Source: an optimization exercise on an open RTL-to-GDS flow (aim: small area). Production flows keep margins and buffers that such runs may drop.
At most, simulation tests tie the RTL to the original design; equivalence was not proved.
No activity file was given, so power comes from the tool's default toggle rates.

Design alu, start of the top module:
module alu (
    input wire clk,
    input wire rst,
    input wire enable,
    input wire [7:0] operation,
    input wire [7:0] op1,
    input wire [7:0] op2,
	input wire cpu_carry,
    output wire [7:0] result_l,
    output wire [7:0] result_h,
    output wire carry,
    output wire zero,
    output wire sign
);
	reg [7:0] res_h;
	reg [7:0] res_l;
	reg ca;
	reg ze;
	reg si;
	assign carry = ca;
	assign zero = ze;
	assign sign = si;
	assign result_l = res_l;
	assign result_h = res_h;
	wire [7:0] op = operation;
	wire [7:0] a = op1;
	wire [7:0] b = op2;
	wire c = cpu_carry;
    wire [7:0] npp [0:7];
    genvar gi;
    generate for (gi = 0; gi < 8; gi = gi + 1) begin : g_pp
        assign npp[gi] = ~(op1 & {8{op2[gi]}});
    end endgenerate
    wire mhs0, mhc0;
    alu_nha u_mha0 (.a(npp[0][6]), .b(npp[1][5]), .s(mhs0), .co(mhc0));
    wire mfs0, mfc0;
    alu_fa u_mfa0 (.a(npp[0][7]), .b(npp[1][6]), .c(npp[2][5]), .s(mfs0), .co(mfc0));
    wire mhs1, mhc1;
    alu_nha u_mha1 (.a(npp[3][4]), .b(npp[4][3]), .s(mhs1), .co(mhc1));
    wire mfs1, mfc1;
    alu_fa u_mfa1 (.a(npp[1][7]), .b(npp[2][6]), .c(npp[3][5]), .s(mfs1), .co(mfc1));
    wire mhs2, mhc2;
    alu_nha u_mha2 (.a(npp[4][4]), .b(npp[5][3]), .s(mhs2), .co(mhc2));
    wire mfs2, mfc2;
    alu_fa u_mfa2 (.a(npp[2][7]), .b(npp[3][6]), .c(npp[4][5]), .s(mfs2), .co(mfc2));
    wire mhs3, mhc3;
    alu_nha u_mha3 (.a(npp[0][4]), .b(npp[1][3]), .s(mhs3), .co(mhc3));
    wire mfs3, mfc3;
    alu_fa u_mfa3 (.a(npp[0][5]), .b(npp[1][4]), .c(npp[2][3]), .s(mfs3), .co(mfc3));
    wire mhs4, mhc4;
    alu_nha u_mha4 (.a(npp[3][2]), .b(npp[4][1]), .s(mhs4), .co(mhc4));
    wire mfs4, mfc4;
    alu_fa u_mfa4 (.a(npp[2][4]), .b(npp[3][3]), .c(npp[4][2]), .s(mfs4), .co(mfc4));
    wire mfs5, mfc5;
    alu_fa u_mfa5 (.a(npp[5][1]), .b(npp[6][0]), .c(mhs0), .s(mfs5), .co(mfc5));
  ...
For scale: roughly 19 flip-flops, about 47 I/O pins, ~3300 sq um of cells after synthesis.
==> flow/config.mk <==
export PLATFORM = sky130hd
export DESIGN_NAME = alu
export DESIGN_NICKNAME = alu
export VERILOG_FILES = /design/flow/design.v
export SDC_FILE = /design/flow/constraint.sdc
export NUM_CORES = 4
export LEC_CHECK = 0
export CAP_MARGIN = 0
export CORE_MARGIN = 2
export CORE_UTILIZATION = 66
export CTS_BUF_LIST = sky130_fd_sc_hd__clkbuf_8
export GPL_TIMING_DRIVEN = 0
export SLEW_MARGIN = 0
==> flow/constraint.sdc <==
create_clock -name core_clock -period 7.0 [get_ports {clk}]
set_input_delay 1.4000 -clock core_clock [delete_from_list [all_inputs] [get_ports {clk}]]
set_output_delay 1.4000 -clock core_clock [all_outputs]
set_load 0.01 [all_outputs]
standard.sh (not shown) runs the stock make flow with config.mk's settings and CLKGATE_MAP_FILE= SYNTH_SCRIPT=/design/flow/synth_recipe.tcl, a recipe that flattens the netlist after the stock synthesis.
==> flow/flow/run.sh <==
#!/bin/bash
# Own layout flow: the standard ORFS flow (standard.sh) with two changes.
#  1. Synthesis is synth_recipe.tcl on a copy of ORFS's synth.tcl that maps the
#     design's alu_fa full adders straight to the fa_1 cell, skips extract_fa,
#     and maps the rest with an area-oriented ABC script (area.abc: deepsyn, then area mapping).
#     Registers, flattening and renaming are as in the standard synthesis.
#  2. Ports are buffered with buf_1 (BUFFER_PORTS_ARGS) instead of the
#     default pick; every input and output port still gets its buffer.
# Each tool's output goes to a log in this folder (ORFS keeps per-step logs
# under orfs/logs).
set -euo pipefail
W=$(pwd)
F=$W/flow
python3 "$F/patch_synth.py" "$FLOW_HOME/scripts/synth.tcl" "$W/cust_core.tcl" \
    "$F/cellmap.v" "$F/area.abc" > "$W/patch_synth.log" 2>&1
sed "s#source \$::env(SCRIPTS_DIR)/synth.tcl#source {$W/cust_core.tcl}#" \
    "$W/synth_recipe.tcl" > "$W/cust_synth.tcl"
grep -q cust_core "$W/cust_synth.tcl"
bash "$W/standard.sh" "SYNTH_SCRIPT=$W/cust_synth.tcl" \
    "BUFFER_PORTS_ARGS=-buffer_cell sky130_fd_sc_hd__buf_1" finish \
    > "$W/standard.log" 2>&1
==> flow/flow/area.abc <==
strash
&get -n
&deepsyn -T 120
&put
dch -f
map -a
topo
==> flow/flow/cellmap.v <==
(* techmap_celltype = "alu_fa" *)
module _map_alu_fa (input a, input b, input c, output s, output co);
  sky130_fd_sc_hd__fa_1 _TECHMAP_REPLACE_ (.A(a), .B(b), .CIN(c), .SUM(s), .COUT(co));
endmodule
==> flow/flow/patch_synth.py <==
#!/usr/bin/env python3
"""Write a copy of ORFS's synth.tcl with three changes:
 - instances of the design's alu_fa module become the library's fa_1 cell
   (techmap with cellmap.v) before the design is flattened;
 - extract_fa is skipped (the adders are already cells);
 - the final ABC mapping uses the area-oriented script area.abc.
usage: patch_synth.py synth.tcl out.tcl cellmap.v area.abc"""
import sys
src_path, out_path, cellmap, abc = sys.argv[1:5]
src = open(src_path).read()

def sub(old, new):
    global src
    if src.count(old) != 1:
        sys.exit(f"patch_synth: expected one {old!r} in {src_path}")
    src = src.replace(old, new)

a = 'hierarchy -check -top $::env(DESIGN_NAME)\n'
sub(a, a + f'techmap -map {{{cellmap}}}\n')
sub('  extract_fa {*}[dont_use_extract_fa_args]\n', '')
b = '  log_cmd abc {*}$abc_args\n'
sub(b, f'  set abc_args [lreplace $abc_args 1 1 {{{abc}}}]\n' + b)
open(out_path, 'w').write(src)
print("patched", src_path, "->", out_path)
The baseline finished clean.
Rerun with:
--- a/flow/flow/run.sh
+++ b/flow/flow/run.sh
@@ -3,5 +3,5 @@
 #  1. Synthesis is synth_recipe.tcl on a copy of ORFS's synth.tcl that maps the
 #     design's alu_fa full adders straight to the fa_1 cell, skips extract_fa,
-#     and maps the rest with an area-oriented ABC script (area.abc: deepsyn, then area mapping).
+#     and maps the rest with an area-oriented ABC script (area.abc).
 #     Registers, flattening and renaming are as in the standard synthesis.
 #  2. Ports are buffered with buf_1 (BUFFER_PORTS_ARGS) instead of the
==> flow/flow/area.abc (replaced) <==
strash
dc2
dch -f
map -a
strash
dch -f
map -a
topo
Settings changed: CORE_UTILIZATION 66 to 75.
Result: The changed run completed without violations; clock-buffer cell count is unchanged; clock power barely changes; worst hold slack gets worse by 9.2 ps.
Rerun with:
--- a/flow/flow/run.sh
+++ b/flow/flow/run.sh
@@ -3,5 +3,5 @@
 #  1. Synthesis is synth_recipe.tcl on a copy of ORFS's synth.tcl that maps the
 #     design's alu_fa full adders straight to the fa_1 cell, skips extract_fa,
-#     and maps the rest with an area-oriented ABC script (area.abc).
+#     and maps the rest with an area-oriented ABC script (area.abc: deepsyn, then area mapping).
 #     Registers, flattening and renaming are as in the standard synthesis.
 #  2. Ports are buffered with buf_1 (BUFFER_PORTS_ARGS) instead of the
==> flow/flow/area.abc (replaced) <==
strash
&get -n
&deepsyn -T 120
&put
dch -f
map -a
topo
Settings changed: CORE_UTILIZATION 75 to 52.
Routed wire length falls by 3.4%.
Hold slack is about the same.
Synthesized cell count decreases by 1.8%.
Rerun with:
Settings changed: CORE_UTILIZATION 52 to 60, CTS_BUF_LIST sky130_fd_sc_hd__clkbuf_8 to sky130_fd_sc_hd__clkbuf_4, CTS_CLUSTER_SIZE set to 7.
- wire length barely changes
- via count grows by a few percent
- sequential power barely changes
- power shrinks by a few percent
- die area shrinks by roughly a tenth
- first-iteration DRC count grows by well over a third
- fmax grows slightly
- worst setup slack is better by 77 ps
- worst hold slack is better by 11 ps
Rerun with:
--- a/flow/flow/run.sh
+++ b/flow/flow/run.sh
@@ -3,5 +3,5 @@
 #  1. Synthesis is synth_recipe.tcl on a copy of ORFS's synth.tcl that maps the
 #     design's alu_fa full adders straight to the fa_1 cell, skips extract_fa,
-#     and maps the rest with an area-oriented ABC script (area.abc: deepsyn, then area mapping).
+#     and maps the rest with an area-oriented ABC script (area.abc).
 #     Registers, flattening and renaming are as in the standard synthesis.
 #  2. Ports are buffered with buf_1 (BUFFER_PORTS_ARGS) instead of the
==> flow/flow/area.abc (replaced) <==
strash
dc2
dch -f
map -a
strash
dch -f
map -a
topo
Settings changed: CAP_MARGIN 0 to 20, CORE_UTILIZATION 60 to 40, CTS_BUF_LIST sky130_fd_sc_hd__clkbuf_4 to sky130_fd_sc_hd__clkbuf_4 sky130_fd_sc_hd__clkbuf_8, CTS_CLUSTER_SIZE 7 to unset, SLEW_MARGIN 0 to 20.
=> Flip-flop and latch count does not change; synthesized area rises slightly; final cell count increases by a little under a tenth.
Rerun with:
==> flow/flow/run.sh (replaced) <==
#!/bin/bash
set -euo pipefail
W=$(pwd)
F=$W/flow
python3 "$F/patch_synth.py" "$FLOW_HOME/scripts/synth.tcl" "$W/cust_core.tcl" \
    "$F/cellmap.v" "$F/area.abc" > "$W/patch_synth.log" 2>&1
sed "s#source \$::env(SCRIPTS_DIR)/synth.tcl#source {$W/cust_core.tcl}#" \
    "$W/synth_recipe.tcl" > "$W/cust_synth.tcl"
grep -q cust_core "$W/cust_synth.tcl"
bash "$W/standard.sh" "SYNTH_SCRIPT=$W/cust_synth.tcl" \
    "BUFFER_PORTS_ARGS=-buffer_cell sky130_fd_sc_hd__buf_1" \
    "CTS_ARGS=-sink_clustering_enable -repair_clock_nets -buf_list sky130_fd_sc_hd__clkbuf_4 -sink_clustering_size 7 -dont_use_dummy_load" finish \
    > "$W/standard.log" 2>&1
==> flow/flow/area.abc (replaced) <==
strash
&get -n
&deepsyn -T 120
&put
dch -f
map -a
topo
Settings changed: CAP_MARGIN 20 to 0, CORE_UTILIZATION 40 to 60, CTS_BUF_LIST sky130_fd_sc_hd__clkbuf_4 sky130_fd_sc_hd__clkbuf_8 to sky130_fd_sc_hd__clkbuf_4, CTS_CLUSTER_SIZE set to 7, SLEW_MARGIN 20 to 0.
=>
- The new run produced a clean layout
- routed wire length shrinks by a little under a tenth
- total power goes down by a few percent
- final area fell by a few percent
- global-route usage is higher by 9.8 points
- worst setup slack improved by 9.3 ps

---

== v6 ==
alu, a different RTL version from the one above (not shown whole).
Size: about 530 cells after synthesis, ~19 flip-flops, roughly 47 I/O pins, ~0.0044 mm² of cells after synthesis.
Settings: LEC_CHECK=0, CAP_MARGIN=20, CORE_MARGIN=2, CORE_UTILIZATION=40, SLEW_MARGIN=20; clock period 7.0 ns.
run.sh (not shown) runs the stock make flow with config.mk's settings and CLKGATE_MAP_FILE= SYNTH_SCRIPT=/design/flow/synth_recipe.tcl, a recipe that flattens the netlist after the stock synthesis.
Stock flow here: none of the scripts above is used.
Modified inputs, v7 compared to v6
- CTS_BUF_LIST: unset -> sky130_fd_sc_hd__clkbuf_4
- CORE_UTILIZATION: 40 -> 60
From v6 to v7 the numbers moved as follows: met3 track utilization from global routing moved up; final design instance area without fill moved down.
Of v7 and v6, it is v7 that has the lower clock share of power.
Measured against v6, the number of cell rows of v7 comes out at 0.816 times the reference value.
In v7 the height of the die turned out 18% lower than in v6.
Function was not checked in any run of this note: the RTL went through the layout flow alone.

---

## job 6876
Another version of the RTL of alu (not shown whole).
Size in the first run: ~450 cells after synthesis.
==> flow/config.mk <==
export PLATFORM = sky130hd
export DESIGN_NAME = alu
export DESIGN_NICKNAME = alu
export VERILOG_FILES = /design/flow/design.v
export SDC_FILE = /design/flow/constraint.sdc
export NUM_CORES = 4
export LEC_CHECK = 0
export CAP_MARGIN = 20
export CORE_MARGIN = 2
export CORE_UTILIZATION = 40
export GPL_TIMING_DRIVEN = 0
export SLEW_MARGIN = 20
==> flow/constraint.sdc <==
create_clock -name core_clock -period 7.0 [get_ports {clk}]
set_input_delay 1.4000 -clock core_clock [delete_from_list [all_inputs] [get_ports {clk}]]
set_output_delay 1.4000 -clock core_clock [all_outputs]
set_load 0.01 [all_outputs]
standard.sh (not shown) runs the stock make flow with config.mk's settings and CLKGATE_MAP_FILE= SYNTH_SCRIPT=/design/flow/synth_recipe.tcl, a recipe that flattens the netlist after the stock synthesis.
==> flow/flow/run.sh <==
#!/bin/bash
# Own layout flow: the standard ORFS flow (standard.sh) with two changes.
#  1. Synthesis is synth_recipe.tcl on a copy of ORFS's synth.tcl that maps the
#     design's alu_fa full adders straight to the fa_1 cell, skips extract_fa,
#     and maps the rest with an area-oriented ABC script (area.abc).
#     Registers, flattening and renaming are as in the standard synthesis.
#  2. Ports are buffered with buf_1 (BUFFER_PORTS_ARGS) instead of the
#     default pick; every input and output port still gets its buffer.
# Each tool's output goes to a log in this folder (ORFS keeps per-step logs
# under orfs/logs).
set -euo pipefail
W=$(pwd)
F=$W/flow
python3 "$F/patch_synth.py" "$FLOW_HOME/scripts/synth.tcl" "$W/cust_core.tcl" \
    "$F/cellmap.v" "$F/area.abc" > "$W/patch_synth.log" 2>&1
sed "s#source \$::env(SCRIPTS_DIR)/synth.tcl#source {$W/cust_core.tcl}#" \
    "$W/synth_recipe.tcl" > "$W/cust_synth.tcl"
grep -q cust_core "$W/cust_synth.tcl"
bash "$W/standard.sh" "SYNTH_SCRIPT=$W/cust_synth.tcl" \
    "BUFFER_PORTS_ARGS=-buffer_cell sky130_fd_sc_hd__buf_1" finish \
    > "$W/standard.log" 2>&1
==> flow/flow/area.abc <==
strash
dc2
dch -f
map -a
strash
dch -f
map -a
topo
Scripts as last shown in full above: flow/flow/cellmap.v, flow/flow/patch_synth.py
Having completed the whole flow, job 6876 delivered a layout that passed the timing, DRC and antenna checks.
#### Input delta (job 5893 over job 6876)
==> flow/run.sh (new file) <==
#!/bin/bash
# synth_recipe.tcl (not shown) runs the flow's synth.tcl, then flattens the netlist and writes it again
# the make line also repeats each setting of config.mk as NAME=value (left out here)
make -C /OpenROAD-flow-scripts/flow DESIGN_CONFIG=/design/flow/config.mk WORK_HOME=/design/flow/orfs CLKGATE_MAP_FILE= SYNTH_SCRIPT=/design/flow/synth_recipe.tcl finish
--- a/flow/config.mk
+++ b/flow/config.mk
@@ -10,3 +10,2 @@
 export CORE_UTILIZATION = 40
-export GPL_TIMING_DRIVEN = 0
 export SLEW_MARGIN = 20
removed: flow/flow/run.sh
removed: flow/flow/area.abc
removed: flow/flow/cellmap.v
removed: flow/flow/patch_synth.py
removed: flow/standard.sh
Results
When the final numbers for job 6876 and job 5893 were put side by side, the routed wire length turned out to be greater in job 5893. Compared with job 6876, job 5893 ends up with more cell area. [job 5893] number of rows in the core area rose 3 relative to job 6876. In job 5893, layout multi-input combinational cell count is higher than in job 6876. Lower minimum clock period after layout goes to job 5893 over job 6876. Post-route clock period utilization ends up lower on job 5893. Going from job 6876 to job 5893, the proportion of power drawn by the clock network was found to have gone down by 3.1 points. Per the comparison of job 5893 with job 6876, number of antenna violations at the first check in global routing essentially unchanged; number of cells traversed by the worst hold path grew by 1.
## Diff of input files: job 5613 against job 5893
==> flow/flow/run.sh (new file) <==
#!/bin/bash
# Own layout flow: the standard ORFS flow (standard.sh) with two changes.
#  1. Synthesis is synth_recipe.tcl on a copy of ORFS's synth.tcl that maps the
#     design's alu_fa full adders straight to the fa_1 cell, skips extract_fa,
#     and maps the rest with an area-oriented ABC script (area.abc).
#     Registers, flattening and renaming are as in the standard synthesis.
#  2. Ports are buffered with buf_1 (BUFFER_PORTS_ARGS) instead of the
#     default pick; every input and output port still gets its buffer.
# Each tool's output goes to a log in this folder (ORFS keeps per-step logs
# under orfs/logs).
set -euo pipefail
W=$(pwd)
F=$W/flow
python3 "$F/patch_synth.py" "$FLOW_HOME/scripts/synth.tcl" "$W/cust_core.tcl" \
    "$F/cellmap.v" "$F/area.abc" > "$W/patch_synth.log" 2>&1
sed "s#source \$::env(SCRIPTS_DIR)/synth.tcl#source {$W/cust_core.tcl}#" \
    "$W/synth_recipe.tcl" > "$W/cust_synth.tcl"
grep -q cust_core "$W/cust_synth.tcl"
bash "$W/standard.sh" "SYNTH_SCRIPT=$W/cust_synth.tcl" \
    "BUFFER_PORTS_ARGS=-buffer_cell sky130_fd_sc_hd__buf_1" finish \
    > "$W/standard.log" 2>&1
==> flow/flow/area.abc (new file) <==
strash
dc2
dch -f
map -a
strash
dch -f
map -a
topo
==> flow/flow/cellmap.v (new file) <==
(* techmap_celltype = "alu_fa" *)
module _map_alu_fa (input a, input b, input c, output s, output co);
  sky130_fd_sc_hd__fa_1 _TECHMAP_REPLACE_ (.A(a), .B(b), .CIN(c), .SUM(s), .COUT(co));
endmodule
==> flow/flow/patch_synth.py (new file) <==
#!/usr/bin/env python3
"""Write a copy of ORFS's synth.tcl with three changes:
 - instances of the design's alu_fa module become the library's fa_1 cell
   (techmap with cellmap.v) before the design is flattened;
 - extract_fa is skipped (the adders are already cells);
 - the final ABC mapping uses the area-oriented script area.abc.
usage: patch_synth.py synth.tcl out.tcl cellmap.v area.abc"""
import sys
src_path, out_path, cellmap, abc = sys.argv[1:5]
src = open(src_path).read()

def sub(old, new):
    global src
    if src.count(old) != 1:
        sys.exit(f"patch_synth: expected one {old!r} in {src_path}")
    src = src.replace(old, new)

a = 'hierarchy -check -top $::env(DESIGN_NAME)\n'
sub(a, a + f'techmap -map {{{cellmap}}}\n')
sub('  extract_fa {*}[dont_use_extract_fa_args]\n', '')
b = '  log_cmd abc {*}$abc_args\n'
sub(b, f'  set abc_args [lreplace $abc_args 1 1 {{{abc}}}]\n' + b)
open(out_path, 'w').write(src)
print("patched", src_path, "->", out_path)
==> flow/standard.sh (new file) <==
#!/bin/bash
# synth_recipe.tcl (not shown) runs the flow's synth.tcl, then flattens the netlist and writes it again
# the make line also repeats each setting of config.mk as NAME=value (left out here)
make -C /OpenROAD-flow-scripts/flow DESIGN_CONFIG=/design/flow/config.mk WORK_HOME=/design/flow/orfs CLKGATE_MAP_FILE= SYNTH_SCRIPT=/design/flow/synth_recipe.tcl "${@:-finish}"
removed: flow/run.sh
Results
- Higher total instance count after detailed placement was reported by job 5893, not job 5613.
- In job 5613, the fraction of standard cell area in multi-input logic came out 2.7 points above the value in job 5893.
- Die area in job 5613 is about 17% lower than in job 5893
- All of job 5893 and job 5613 finish clean.
- Complex-gate fraction of the synthesized area: job 5613 > job 5893
- Summary: with job 5893 as the reference, weighted congestion at the end of routability-driven global placement in job 5613 moved up by a few percent.
- Compare job 5893 and job 5613 | tightest slew margin relative to the limit higher: job 5893
- Summary — share of total power in combinational logic, job 5613 relative to job 5893: lower, by 6.1 points.
Input-level comparison between job 8674 and job 5613:
==> flow/run.sh (new file) <==
#!/bin/bash
# synth_recipe.tcl (not shown) runs the flow's synth.tcl, then flattens the netlist and writes it again
# the make line also repeats each setting of config.mk as NAME=value (left out here)
make -C /OpenROAD-flow-scripts/flow DESIGN_CONFIG=/design/flow/config.mk WORK_HOME=/design/flow/orfs CLKGATE_MAP_FILE= SYNTH_SCRIPT=/design/flow/synth_recipe.tcl finish
--- a/flow/config.mk
+++ b/flow/config.mk
@@ -10,2 +10,3 @@
 export CORE_UTILIZATION = 40
+export GPL_TIMING_DRIVEN = 0
 export SLEW_MARGIN = 20
removed: flow/flow/run.sh
removed: flow/flow/area.abc
removed: flow/flow/cellmap.v
removed: flow/flow/patch_synth.py
removed: flow/standard.sh
Notes after the runs:
Summary of job 8674 over job 5613: number of multi-input combinational cells saw an increase; synthesized cell area rose by 740 um2; clock network fraction of total power lost 2.1 points; number of non-filler instances in the completed layout went up by 52; die area increased about 20%.
In the flow results for job 5613 and job 8674, the met2 track demand over resource in global routing is larger on job 5613.

==> separate check: timing with driven ports <==
The results above use ideal ports. As a check the final layouts listed here were re-extracted and re-timed, cells and wires unchanged.
Step 1 sets driving cells, clkbuf_16 on the clock port and buf_2 on the other inputs (assumed; they add their load-dependent delay and slew).
Step 2 moves the port delays by t, midway between the first and last clock arrival at a register: inputs arrive t later, outputs are due t later. That takes back most of the time a late clock gives input paths.
a / b / c = ideal / step 1 / step 2; a / b = the first two.
run | shift t [ns] | setup slack, ns | worst setup path after step 2 | slew at the worst register clock pin (ns)
the first run of note 1 | 0.280 | 0.251 / 0.254 / -0.025 | input to register | 0.07 / 0.07
the second run of note 1 | 0.279 | 0.145 / 0.148 / -0.131 | input to register | 0.07 / 0.07
the third run of note 1 | 0.280 | 0.285 / 0.291 / 0.011 | input to register | 0.07 / 0.07
the fourth run of note 1 | 0.330 | 0.363 / 0.363 / 0.033 | input to register | 0.11 / 0.11
the fifth run of note 1 | 0.294 | 0.341 / 0.347 / 0.053 | input to register | 0.09 / 0.09
the sixth run of note 1 | 0.320 | 0.350 / 0.352 / 0.032 | input to register | 0.11 / 0.11
v6 | 0.290 | 0.295 / 0.300 / 0.010 | input to register | 0.09 / 0.09
v7 | 0.309 | 0.241 / 0.238 / -0.072 | input to register | 0.10 / 0.10
job 6876 | 0.296 | 0.336 / 0.346 / 0.050 | input to register | 0.08 / 0.08
job 5893 | 0.285 | 0.406 / 0.403 / 0.118 | input to register | 0.07 / 0.07
job 5613 | 0.295 | 0.346 / 0.350 / 0.054 | input to register | 0.08 / 0.08
job 8674 | 0.289 | 0.262 / 0.269 / -0.020 | input to register | 0.07 / 0.07
Met with ideal ports but missed after step 2: setup timing in the first run of note 1, the second run of note 1, v7 and job 8674. For the fourth run of note 1, which loses most, drivers alone change the setup slack by 0.000 ns; drivers and shift together by -0.330 ns.
